This design comes from an exercise in tuning for small area on the open sky130 flow, not from production work.
Function was checked by simulation only, so behaviour that the tests miss may differ from the original.
No activity file was given, so power comes from the tool's default toggle rates.

## chess
module chess(
    input  wire       clk,
    input  wire       rst,
    input  wire [4:0] btn,
    output wire       vga_hsync,
    output wire       vga_vsync,
    output wire [2:0] vga_r,
    output wire [2:0] vga_g,
    output wire [1:0] vga_b
);
Size in the first run: about 1,200 cells after synthesis, about 17 I/O pins.
export LEC_CHECK = 0
export CAP_MARGIN = 20
export CELL_PAD_IN_SITES_DETAIL_PLACEMENT = 0
export CELL_PAD_IN_SITES_GLOBAL_PLACEMENT = 0
export CORE_MARGIN = 2
export CORE_UTILIZATION = 65
export PLACE_DENSITY = 0.75
export SLEW_MARGIN = 20
create_clock -name core_clock -period 40.0 [get_ports {clk}]
standard.sh (not shown) runs the stock make flow with config.mk's settings and CLKGATE_MAP_FILE= SYNTH_SCRIPT=/design/flow/synth_recipe.tcl, a recipe that flattens the netlist after the stock synthesis.
==> flow/flow/run.sh <==
#!/bin/bash
# Layout flow: the standard ORFS flow (standard.sh) with two changes.
#  1. Synthesis maps the logic with an area-oriented ABC script
#     (flow/abc_area.script: AIG restructuring with &deepsyn, then area
#     mapping with relaxed delay; no buffering or gate upsizing, the
#     resizer repairs slew and capacitance after placement). Everything
#     else in synthesis, flip-flop mapping and naming included, is the
#     standard one.
#  2. Clock tree synthesis uses clkbuf_8 buffers in clusters of at most 16
#     flip-flops, and no dummy loads.
#  3. The port buffers are buf_1.
# Each make step writes its tool's full log under orfs/logs/; the make
# output goes to flow_make.log in this folder.
set -euo pipefail
W=$PWD
rm -rf "$W/scripts_area"
cp -r "$FLOW_HOME/scripts" "$W/scripts_area"
cp "$W/flow/abc_area.script" "$W/scripts_area/abc_speed.script"
CTS="-sink_clustering_enable -repair_clock_nets -dont_use_dummy_load -buf_list {sky130_fd_sc_hd__clkbuf_8} -sink_clustering_size 16 -sink_clustering_max_diameter 50"
bash standard.sh "SCRIPTS_DIR=$W/scripts_area" "CTS_ARGS=$CTS" "BUFFER_PORTS_ARGS=-inputs -outputs -buffer_cell sky130_fd_sc_hd__buf_1" finish > "$W/flow_make.log" 2>&1
==> flow/flow/abc_area.script <==
&get -n
&st
&deepsyn -T 60
&st
&dch -f
&nf -R 1000
&st
&dch -f
&nf -R 1000
&st
&dch -f
&nf -R 1000
&put
The first run ran to the end with no violations.
Change:
--- a/flow/flow/run.sh
+++ b/flow/flow/run.sh
@@ -1,4 +1,4 @@
 #!/bin/bash
-# Layout flow: the standard ORFS flow (standard.sh) with two changes.
+# Layout flow: the standard ORFS flow (standard.sh) with three changes.
 #  1. Synthesis maps the logic with an area-oriented ABC script
 #     (flow/abc_area.script: AIG restructuring with &deepsyn, then area
--- a/flow/config.mk
+++ b/flow/config.mk
@@ -10,5 +10,6 @@
 export CELL_PAD_IN_SITES_GLOBAL_PLACEMENT = 0
 export CORE_MARGIN = 2
-export CORE_UTILIZATION = 65
-export PLACE_DENSITY = 0.75
+export CORE_UTILIZATION = 75
+export GPL_TIMING_DRIVEN = 0
+export PLACE_DENSITY = 0.85
 export SLEW_MARGIN = 20
Effect: The changed run ran to the end with no violations. Design area climbs by 1.1%. Core utilization climbs by 11 points. Synthesized area does not change. Setup slack degrades by 0.028 ns. Combinational power climbs by about 5%. Sequential cell count stays the same. Clock power drops by about 2%.

---

chess again, from the RTL that the note above started with.
==> flow/design.v (excerpt) <==
module chess(
    input  wire       clk,
    input  wire       rst,
    input  wire [4:0] btn,
    output wire       vga_hsync,
    output wire       vga_vsync,
    output wire [2:0] vga_r,
    output wire [2:0] vga_g,
    output wire [1:0] vga_b
);
clock: 40.0 ns
lec_check: 0
cap_margin: 20
cell_pad_in_sites_detail_placement: 0
cell_pad_in_sites_global_placement: 0
core_margin: 2
core_utilization: 65
place_density: 0.75
slew_margin: 20
==> flow/flow/run.sh <==
#!/bin/bash
# Layout flow: the standard ORFS flow (standard.sh) with two changes.
#  1. Synthesis maps the logic with an area-oriented ABC script
#     (flow/abc_area.script: no buffering or gate upsizing; the resizer
#     repairs slew and capacitance after placement). Everything else in
#     synthesis, flip-flop mapping and naming included, is the standard one.
#  2. Clock tree synthesis uses small clock buffers and no dummy loads.
# Each make step writes its tool's full log under orfs/logs/; the make
# output goes to flow_make.log in this folder.
set -euo pipefail
W=$PWD
rm -rf "$W/scripts_area"
cp -r "$FLOW_HOME/scripts" "$W/scripts_area"
cp "$W/flow/abc_area.script" "$W/scripts_area/abc_speed.script"
CTS="-sink_clustering_enable -repair_clock_nets -dont_use_dummy_load -buf_list {sky130_fd_sc_hd__clkbuf_8} -sink_clustering_size 20 -sink_clustering_max_diameter 60"
bash standard.sh "SCRIPTS_DIR=$W/scripts_area" "CTS_ARGS=$CTS" "BUFFER_PORTS_ARGS=-inputs -outputs -buffer_cell sky130_fd_sc_hd__buf_1" finish > "$W/flow_make.log" 2>&1
==> flow/flow/abc_area.script <==
&get -n
&st
&dch -f
&nf -R 1000
&st
&dch -f
&nf -R 1000
&st
&dch -f
&nf -R 1000
&put
The first run produced a clean layout.
Rerun with:
--- a/flow/flow/run.sh
+++ b/flow/flow/run.sh
@@ -13,4 +13,4 @@
 cp -r "$FLOW_HOME/scripts" "$W/scripts_area"
 cp "$W/flow/abc_area.script" "$W/scripts_area/abc_speed.script"
-CTS="-sink_clustering_enable -repair_clock_nets -dont_use_dummy_load -buf_list {sky130_fd_sc_hd__clkbuf_8} -sink_clustering_size 20 -sink_clustering_max_diameter 60"
+CTS="-sink_clustering_enable -repair_clock_nets -dont_use_dummy_load -buf_list {sky130_fd_sc_hd__clkbuf_16} -sink_clustering_size 30 -sink_clustering_max_diameter 80"
 bash standard.sh "SCRIPTS_DIR=$W/scripts_area" "CTS_ARGS=$CTS" "BUFFER_PORTS_ARGS=-inputs -outputs -buffer_cell sky130_fd_sc_hd__buf_1" finish > "$W/flow_make.log" 2>&1
Settings changed: CORE_UTILIZATION 65 to 50, PLACE_DENSITY 0.75 to 0.6.
Result: Register-to-register slack improves by 0.05 ns. Core utilization is lower by 16 points. Non-clock buffer count is lower by 3. Clock power is higher by 12%. Design area is higher by about 0.9%. Via count is lower by 2.5%. Setup slack improves by 0.071 ns. Cell count is higher by about 4%. Total power is higher by 3.0%.
Rerun with:
--- a/flow/flow/run.sh
+++ b/flow/flow/run.sh
@@ -13,4 +13,4 @@
 cp -r "$FLOW_HOME/scripts" "$W/scripts_area"
 cp "$W/flow/abc_area.script" "$W/scripts_area/abc_speed.script"
-CTS="-sink_clustering_enable -repair_clock_nets -dont_use_dummy_load -buf_list {sky130_fd_sc_hd__clkbuf_16} -sink_clustering_size 30 -sink_clustering_max_diameter 80"
+CTS="-sink_clustering_enable -repair_clock_nets -dont_use_dummy_load -buf_list {sky130_fd_sc_hd__clkbuf_8} -sink_clustering_size 20 -sink_clustering_max_diameter 60"
 bash standard.sh "SCRIPTS_DIR=$W/scripts_area" "CTS_ARGS=$CTS" "BUFFER_PORTS_ARGS=-inputs -outputs -buffer_cell sky130_fd_sc_hd__buf_1" finish > "$W/flow_make.log" 2>&1
==> flow/flow/abc_area.script (replaced) <==
&get -n
&st
&deepsyn -T 60
&st
&dch -f
&nf -R 1000
&st
&dch -f
&nf -R 1000
&st
&dch -f
&nf -R 1000
&put
Settings changed: CORE_UTILIZATION 50 to 65, PLACE_DENSITY 0.6 to 0.75.
=> Sequential share of layout area grows by 1.2 points. Core utilization grows by 17 points. Worst setup slack gains 0.20 ns. Clock power shrinks by roughly a tenth. Non-clock buffer count grows by 4.
Rerun with:
--- a/flow/flow/run.sh
+++ b/flow/flow/run.sh
@@ -13,4 +13,4 @@
 cp -r "$FLOW_HOME/scripts" "$W/scripts_area"
 cp "$W/flow/abc_area.script" "$W/scripts_area/abc_speed.script"
-CTS="-sink_clustering_enable -repair_clock_nets -dont_use_dummy_load -buf_list {sky130_fd_sc_hd__clkbuf_8} -sink_clustering_size 20 -sink_clustering_max_diameter 60"
+CTS="-sink_clustering_enable -repair_clock_nets -dont_use_dummy_load -buf_list {sky130_fd_sc_hd__clkbuf_16} -sink_clustering_size 30 -sink_clustering_max_diameter 50"
 bash standard.sh "SCRIPTS_DIR=$W/scripts_area" "CTS_ARGS=$CTS" "BUFFER_PORTS_ARGS=-inputs -outputs -buffer_cell sky130_fd_sc_hd__buf_1" finish > "$W/flow_make.log" 2>&1
==> flow/flow/abc_area.script (replaced) <==
&get -n
&st
&dch -f
&nf -R 1000
&st
&dch -f
&nf -R 1000
&st
&dch -f
&nf -R 1000
&put
Outcome:
- cell count increases by 1.6%
- fmax decreases by 1.6%
- synthesized cell count increases by 0.74%
Rerun with:
--- a/flow/flow/run.sh
+++ b/flow/flow/run.sh
@@ -13,4 +13,4 @@
 cp -r "$FLOW_HOME/scripts" "$W/scripts_area"
 cp "$W/flow/abc_area.script" "$W/scripts_area/abc_speed.script"
-CTS="-sink_clustering_enable -repair_clock_nets -dont_use_dummy_load -buf_list {sky130_fd_sc_hd__clkbuf_16} -sink_clustering_size 30 -sink_clustering_max_diameter 50"
+CTS="-sink_clustering_enable -repair_clock_nets -dont_use_dummy_load -buf_list {sky130_fd_sc_hd__clkbuf_8} -sink_clustering_size 16 -sink_clustering_max_diameter 50"
 bash standard.sh "SCRIPTS_DIR=$W/scripts_area" "CTS_ARGS=$CTS" "BUFFER_PORTS_ARGS=-inputs -outputs -buffer_cell sky130_fd_sc_hd__buf_1" finish > "$W/flow_make.log" 2>&1
==> flow/flow/abc_area.script (replaced) <==
&get -n
&st
&deepsyn -T 60
&st
&dch -f
&nf -R 1000
&st
&dch -f
&nf -R 1000
&st
&dch -f
&nf -R 1000
&put
Outcome: The new run passed the timing, design-rule and antenna checks; clock skew goes up by 0.032 ns; worst setup slack is better by 0.14 ns; maximum frequency goes up slightly; count of clock-buffer cells in the layout goes down by 5; non-clock buffer count does not change; utilization goes down by 1.0 points; hold slack is better by 0.0061 ns.

==> re-timing with driven ports <==
How much do the figures lean on ideal ports? The routed layouts below were timed once more, with nothing changed but the port constraints.
Step 1 assumes that a clkbuf_16 drives the clock port and a buf_2 every other input.
Step 2, shift: input delay + t, output delay - t, t = (earliest + latest rising clock arrival at the registers) / 2. This alone moves slack from input paths to output paths.
Slacks: ideal / step 1 / step 2; pairs: ideal / step 1.
run	t (ns)	setup WS [ns]	slew at the worst register clock pin (ns)	worst slew at a driven data input, ns	pins driven straight from the clock port
the first run of note 1	0.631	29.805 / 29.764 / 29.397	0.10 / 0.10	0.07	1
the second run of note 1	0.629	29.777 / 29.734 / 29.580	0.10 / 0.10	0.03	1
the first run of note 2	0.614	29.548 / 29.502 / 29.933	0.11 / 0.11	0.05	1
the second run of note 2	0.559	29.620 / 29.571 / 29.873	0.11 / 0.11	0.03	1
the third run of note 2	0.599	29.824 / 29.781 / 29.523	0.12 / 0.12	0.07	1
the fourth run of note 2	0.552	29.663 / 29.612 / 29.900	0.07 / 0.07	0.05	1
the fifth run of note 2	0.631	29.805 / 29.764 / 29.397	0.10 / 0.10	0.07	1
After both steps setup and hold are still met in every run listed.
